Context: an optimization exercise on an open-source flow, tuned for small area. The choices shown serve that exercise and are no tape-out recipe.
The RTL was checked by simulation tests, not by an equivalence proof against the original design.
The clock port is modelled as an ideal driver; clocking choices that lean on that would not hold on a real chip.
Power is estimated from default activity; no workload was simulated.

Design sc_axi_slave, start of the top module:
module sc_axi_slave # (
  parameter P_AD_W = 32,
  parameter P_DT_W = 32,
  parameter P_ID_W = 8
) (
  input S_AXI_ACLK,
  input S_AXI_ARESETN,
  input [P_ID_W-1:0] S_AXI_AWID,
  input [P_AD_W-1:0] S_AXI_AWADDR,
  input [7:0] S_AXI_AWLEN,
  input [2:0] S_AXI_AWSIZE,
  input [1:0] S_AXI_AWBURST,
  input S_AXI_AWLOCK,
  input [3:0] S_AXI_AWCACHE,
  input [2:0] S_AXI_AWPROT,
  input S_AXI_AWVALID,
  output reg S_AXI_AWREADY,
  input [P_DT_W-1:0] S_AXI_WDATA,
  input [P_DT_W/8-1:0] S_AXI_WSTRB,
  input S_AXI_WLAST,
  input S_AXI_WVALID,
  output reg S_AXI_WREADY,
  output reg [P_ID_W-1:0] S_AXI_BID,
  output [1:0] S_AXI_BRESP,
  output reg S_AXI_BVALID,
  input S_AXI_BREADY,
  input [P_ID_W-1:0] S_AXI_ARID,
  input [P_AD_W-1:0] S_AXI_ARADDR,
  input [7:0] S_AXI_ARLEN,
  input [2:0] S_AXI_ARSIZE,
  input [1:0] S_AXI_ARBURST,
  input S_AXI_ARLOCK,
  input [3:0] S_AXI_ARCACHE,
  input [2:0] S_AXI_ARPROT,
  input S_AXI_ARVALID,
  output reg S_AXI_ARREADY,
  output reg [P_ID_W-1:0] S_AXI_RID,
  output reg [P_DT_W-1:0] S_AXI_RDATA,
  output [1:0] S_AXI_RRESP,
  output reg S_AXI_RLAST,
  output reg S_AXI_RVALID,
  input S_AXI_RREADY,
  output reg REG_WEN,
  output reg [P_AD_W-1:0] REG_WADDR,
  output reg [P_DT_W/8-1:0] REG_WBTEN,
  output [P_DT_W-1:0] REG_WDATA,
  output reg REG_REN,
  output reg [P_AD_W-1:0] REG_RADDR,
  input [P_DT_W-1:0] REG_RDATA,
  input REG_WACCERR,
  input REG_RACCERR,
  input REG_RWAIT
);
Size in the first run: roughly 890 cells after synthesis, ~360 I/O pins, roughly 0.012 mm^2 of cells after synthesis.
Settings: LEC_CHECK=0, CAP_MARGIN=20, CORE_MARGIN=2, CORE_UTILIZATION=85, SLEW_MARGIN=20; clock period 5.0 ns.
standard.sh (not shown) runs the stock make flow with config.mk's settings and CLKGATE_MAP_FILE= SYNTH_SCRIPT=/design/flow/synth_recipe.tcl, a recipe that flattens the netlist after the stock synthesis.
==> flow/flow/run.sh <==
#!/bin/bash
# Layout flow: the standard synthesis and ORFS layout (standard.sh), with
#  - the combinational logic of the synthesized netlist re-mapped by ABC for area
#    (registers untouched; the result is proven equivalent, else the standard
#    netlist is kept)
#  - port buffers made of the smallest buffer cell (sky130_fd_sc_hd__buf_1)
#  - clock tree of clkbuf_4 with sink clusters of 16, no dummy loads; buffers
#    whose flip-flop clock pins see a slew over 100 ps are then upsized
#    (clkbuf_4 -> 8 -> 16, flow/upsize.tcl)
# Each tool's output goes to a log file of its own in this folder.
set -uo pipefail
W=$PWD
F=$W/flow
R=$W/orfs/results/sky130hd/sc_axi_slave/base
LIB=$FLOW_HOME/platforms/sky130hd/lib/sky130_fd_sc_hd__tt_025C_1v80.lib
YOSYS=$FLOW_HOME/../tools/install/yosys/bin/yosys
command -v "$YOSYS" >/dev/null 2>&1 || YOSYS=yosys
DONTUSE=$(grep -A100 "DONT_USE_CELLS" $FLOW_HOME/platforms/sky130hd/config.mk | grep -o "sky130_fd_sc_hd__[a-z0-9_]*" | sed 's/^/-dont_use /' | tr '\n' ' ')

export BUFFER_PORTS_ARGS="-buffer_cell sky130_fd_sc_hd__buf_1"
export CTS_ARGS="-sink_clustering_enable -repair_clock_nets -dont_use_dummy_load -buf_list sky130_fd_sc_hd__clkbuf_4 -sink_clustering_size 16 -sink_clustering_max_diameter 50"

bash standard.sh synth > standard_synth.log 2>&1 || exit 1

cp $R/1_2_yosys.v $W/standard_netlist.v
sed -e "s#LIBFILE#$LIB#g" -e "s#IN_V#$W/standard_netlist.v#" -e "s#OUT_V#$W/reabc_netlist.v#" \
    -e "s#DONTUSE#$DONTUSE#" -e "s#ABCSCRIPT#$F/area.abc#" $F/reabc.ys > $W/reabc.ys
sed -e "s#LIBFILE#$LIB#g" -e "s#IN_V#$W/standard_netlist.v#" -e "s#OUT_V#$W/reabc_netlist.v#" \
    $F/eq.ys > $W/eq.ys
if "$YOSYS" -l $W/reabc.log -q $W/reabc.ys > /dev/null 2>&1 && \
   "$YOSYS" -l $W/eq.log -q $W/eq.ys > /dev/null 2>&1; then
  echo "re-mapped netlist proven equivalent; using it" > $W/reabc_status.log
  cp $W/reabc_netlist.v $R/1_2_yosys.v
  rm -f $R/1_synth.odb $R/1_synth.sdc
else
  echo "re-mapping failed or not proven; keeping the standard netlist" > $W/reabc_status.log
fi

bash standard.sh cts > standard_cts.log 2>&1 || exit 1
RDIR=$R CLK_SLEW_LIMIT=0.10 openroad -no_init -exit $F/upsize.tcl > $W/upsize.log 2>&1 || exit 1

bash standard.sh > standard.log 2>&1
Other scripts of this flow, unchanged in this note and not shown: flow/flow/area.abc, flow/flow/eq.ys, flow/flow/reabc.ys, flow/flow/upsize.tcl
The starting point never finished: it broke off in 3_3_place_gp on GPL-0301.
Change:
CORE_UTILIZATION = 70   (was 85)
After rerunning: Now the flow completed without violations. Synthesized cell count does not change. Synthesized area is unchanged.

========
sc_axi_slave again, from the RTL that the note above started with.
Settings: LEC_CHECK=0, CAP_MARGIN=20, CORE_MARGIN=2, CORE_UTILIZATION=70, SLEW_MARGIN=20; clock period 5.0 ns.
==> flow/flow/run.sh <==
#!/bin/bash
# Layout flow: the standard synthesis and ORFS layout (standard.sh), with
#  - the combinational logic of the synthesized netlist re-mapped by ABC for area
#    (registers untouched; the result is proven equivalent, else the standard
#    netlist is kept)
#  - port buffers made of the smallest buffer cell (sky130_fd_sc_hd__buf_1)
#  - clock tree of clkbuf_8 with sink clusters of 20, no dummy loads
# Each tool's output goes to a log file of its own in this folder.
set -uo pipefail
W=$PWD
F=$W/flow
R=$W/orfs/results/sky130hd/sc_axi_slave/base
LIB=$FLOW_HOME/platforms/sky130hd/lib/sky130_fd_sc_hd__tt_025C_1v80.lib
YOSYS=$FLOW_HOME/../tools/install/yosys/bin/yosys
command -v "$YOSYS" >/dev/null 2>&1 || YOSYS=yosys
DONTUSE=$(grep -A100 "DONT_USE_CELLS" $FLOW_HOME/platforms/sky130hd/config.mk | grep -o "sky130_fd_sc_hd__[a-z0-9_]*" | sed 's/^/-dont_use /' | tr '\n' ' ')

export BUFFER_PORTS_ARGS="-buffer_cell sky130_fd_sc_hd__buf_1"
export CTS_ARGS="-sink_clustering_enable -repair_clock_nets -dont_use_dummy_load -buf_list sky130_fd_sc_hd__clkbuf_8 -sink_clustering_size 20 -sink_clustering_max_diameter 50"

bash standard.sh synth > standard_synth.log 2>&1 || exit 1

cp $R/1_2_yosys.v $W/standard_netlist.v
sed -e "s#LIBFILE#$LIB#g" -e "s#IN_V#$W/standard_netlist.v#" -e "s#OUT_V#$W/reabc_netlist.v#" \
    -e "s#DONTUSE#$DONTUSE#" -e "s#ABCSCRIPT#$F/area.abc#" $F/reabc.ys > $W/reabc.ys
sed -e "s#LIBFILE#$LIB#g" -e "s#IN_V#$W/standard_netlist.v#" -e "s#OUT_V#$W/reabc_netlist.v#" \
    $F/eq.ys > $W/eq.ys
if "$YOSYS" -l $W/reabc.log -q $W/reabc.ys > /dev/null 2>&1 && \
   "$YOSYS" -l $W/eq.log -q $W/eq.ys > /dev/null 2>&1; then
  echo "re-mapped netlist proven equivalent; using it" > $W/reabc_status.log
  cp $W/reabc_netlist.v $R/1_2_yosys.v
  rm -f $R/1_synth.odb $R/1_synth.sdc
else
  echo "re-mapping failed or not proven; keeping the standard netlist" > $W/reabc_status.log
fi

bash standard.sh > standard.log 2>&1
Other scripts of this flow, unchanged in this note and not shown: flow/flow/area.abc, flow/flow/eq.ys, flow/flow/reabc.ys
Edit:
--- a/flow/flow/run.sh
+++ b/flow/flow/run.sh
@@ -6,3 +6,5 @@
 #  - port buffers made of the smallest buffer cell (sky130_fd_sc_hd__buf_1)
-#  - clock tree of clkbuf_8 with sink clusters of 20, no dummy loads
+#  - clock tree of clkbuf_8 with sink clusters of 20, no dummy loads; leaf
+#    buffers whose flip-flop clock pins see a slew over 100 ps are then
+#    upsized to clkbuf_16 (flow/upsize.tcl)
 # Each tool's output goes to a log file of its own in this folder.
@@ -36,2 +38,5 @@
 
+bash standard.sh cts > standard_cts.log 2>&1 || exit 1
+RDIR=$R CLK_SLEW_LIMIT=0.10 openroad -no_init -exit $F/upsize.tcl > $W/upsize.log 2>&1 || exit 1
+
 bash standard.sh > standard.log 2>&1
==> flow/flow/upsize.tcl (new file) <==
# Upsize clock-tree leaf buffers whose flip-flop clock pins see a slow slew.
set R $::env(RDIR)
read_db $R/4_cts.odb
read_liberty $::env(FLOW_HOME)/platforms/sky130hd/lib/sky130_fd_sc_hd__tt_025C_1v80.lib
read_sdc $R/4_cts.sdc
source $::env(FLOW_HOME)/platforms/sky130hd/setRC.tcl
set_propagated_clock [all_clocks]
estimate_parasitics -placement
set lim $::env(CLK_SLEW_LIMIT)
set big [[ord::get_db] findMaster sky130_fd_sc_hd__clkbuf_16]
set done {}
foreach p [get_pins -of_objects [all_registers] -filter "name==CLK"] {
  set s 0
  foreach k {slew_max_rise slew_max_fall} { set v [get_property $p $k]; if {$v > $s} {set s $v} }
  if {$s > $lim} {
    set net [get_nets -of_objects $p]
    foreach d [get_pins -of_objects $net -filter "direction==output"] {
      set inst [get_property $d full_name]
      set iname [get_property [get_cells -of_objects $d] full_name]
      if {[lsearch $done $iname] < 0} {
        set oi [[ord::get_db_block] findInst $iname]
        set m [[$oi getMaster] getName]
        puts "upsize $iname $m (clock pin slew [format %.3f $s])"
        if {[string match sky130_fd_sc_hd__clkbuf_* $m]} { $oi swapMaster $big }
        lappend done $iname
      }
    }
  }
}
puts "upsized [llength $done] buffers"
detailed_placement
check_placement
estimate_parasitics -placement
set worst 0
foreach p [get_pins -of_objects [all_registers] -filter "name==CLK"] {
  foreach k {slew_max_rise slew_max_fall} { set v [get_property $p $k]; if {$v > $worst} {set worst $v} }
}
puts "worst clock pin slew after upsizing: $worst"
write_db $R/4_cts.odb
CAP_MARGIN = 5   (was 20)
SLEW_MARGIN = 5   (was 20)
Result: Wire length is higher by 0.91%; die area is unchanged; total power rose by about 2.5%; maximum frequency is lower by 0.64%; clock power rose by about 20%; clock-buffer cell count stays the same; cell area went up by about 0.7%; clock skew rose by 0.0052 ns; combinational power barely changes; via count increases by 1.4%; final cell count hardly moves.
Edit:
CAP_MARGIN = 20   (was 5)
SLEW_MARGIN = 20   (was 5)
=>
- The new run produced a clean layout
- maximum frequency does not change
- count of clock-buffer cells in the layout does not change
- worst setup slack hardly moves
- final area is unchanged
- wire length stays flat
- critical path depth stays the same

-- afterwards: timing with drivers on the ports --
The results above use ideal ports. As a check the final layouts listed here were re-extracted and re-timed, cells and wires unchanged.
Step 1 sets driving cells, clkbuf_16 on the clock port and buf_2 on the other inputs (assumed; they add their load-dependent delay and slew).
Step 2 adds t to the input delays and takes it off the output delays; t is the mean of the earliest and latest rising clock arrival at the registers after step 1. Input paths then give back, and output paths get back, about the clock's delay inside the block.
Slacks: no drivers / after step 1 / after step 2; pairs: no drivers / after step 1.
| run | t, ns | setup slack, ns | worst hold slack (ns) | worst setup path after step 2 |
|---|---|---|---|---|
| the second run of note 1 | 0.708 | 0.398 / 0.398 / 0.398 | 0.373 / 0.373 / 0.373 | register to register |
| the first run of note 2 | 0.562 | 0.391 / 0.391 / 0.391 | 0.381 / 0.381 / 0.381 | register to register |
| the second run of note 2 | 0.581 | 0.361 / 0.361 / 0.361 | 0.374 / 0.374 / 0.374 | register to register |
| the third run of note 2 | 0.580 | 0.361 / 0.361 / 0.361 | 0.374 / 0.374 / 0.374 | register to register |
After both steps every run listed still meets setup and hold.
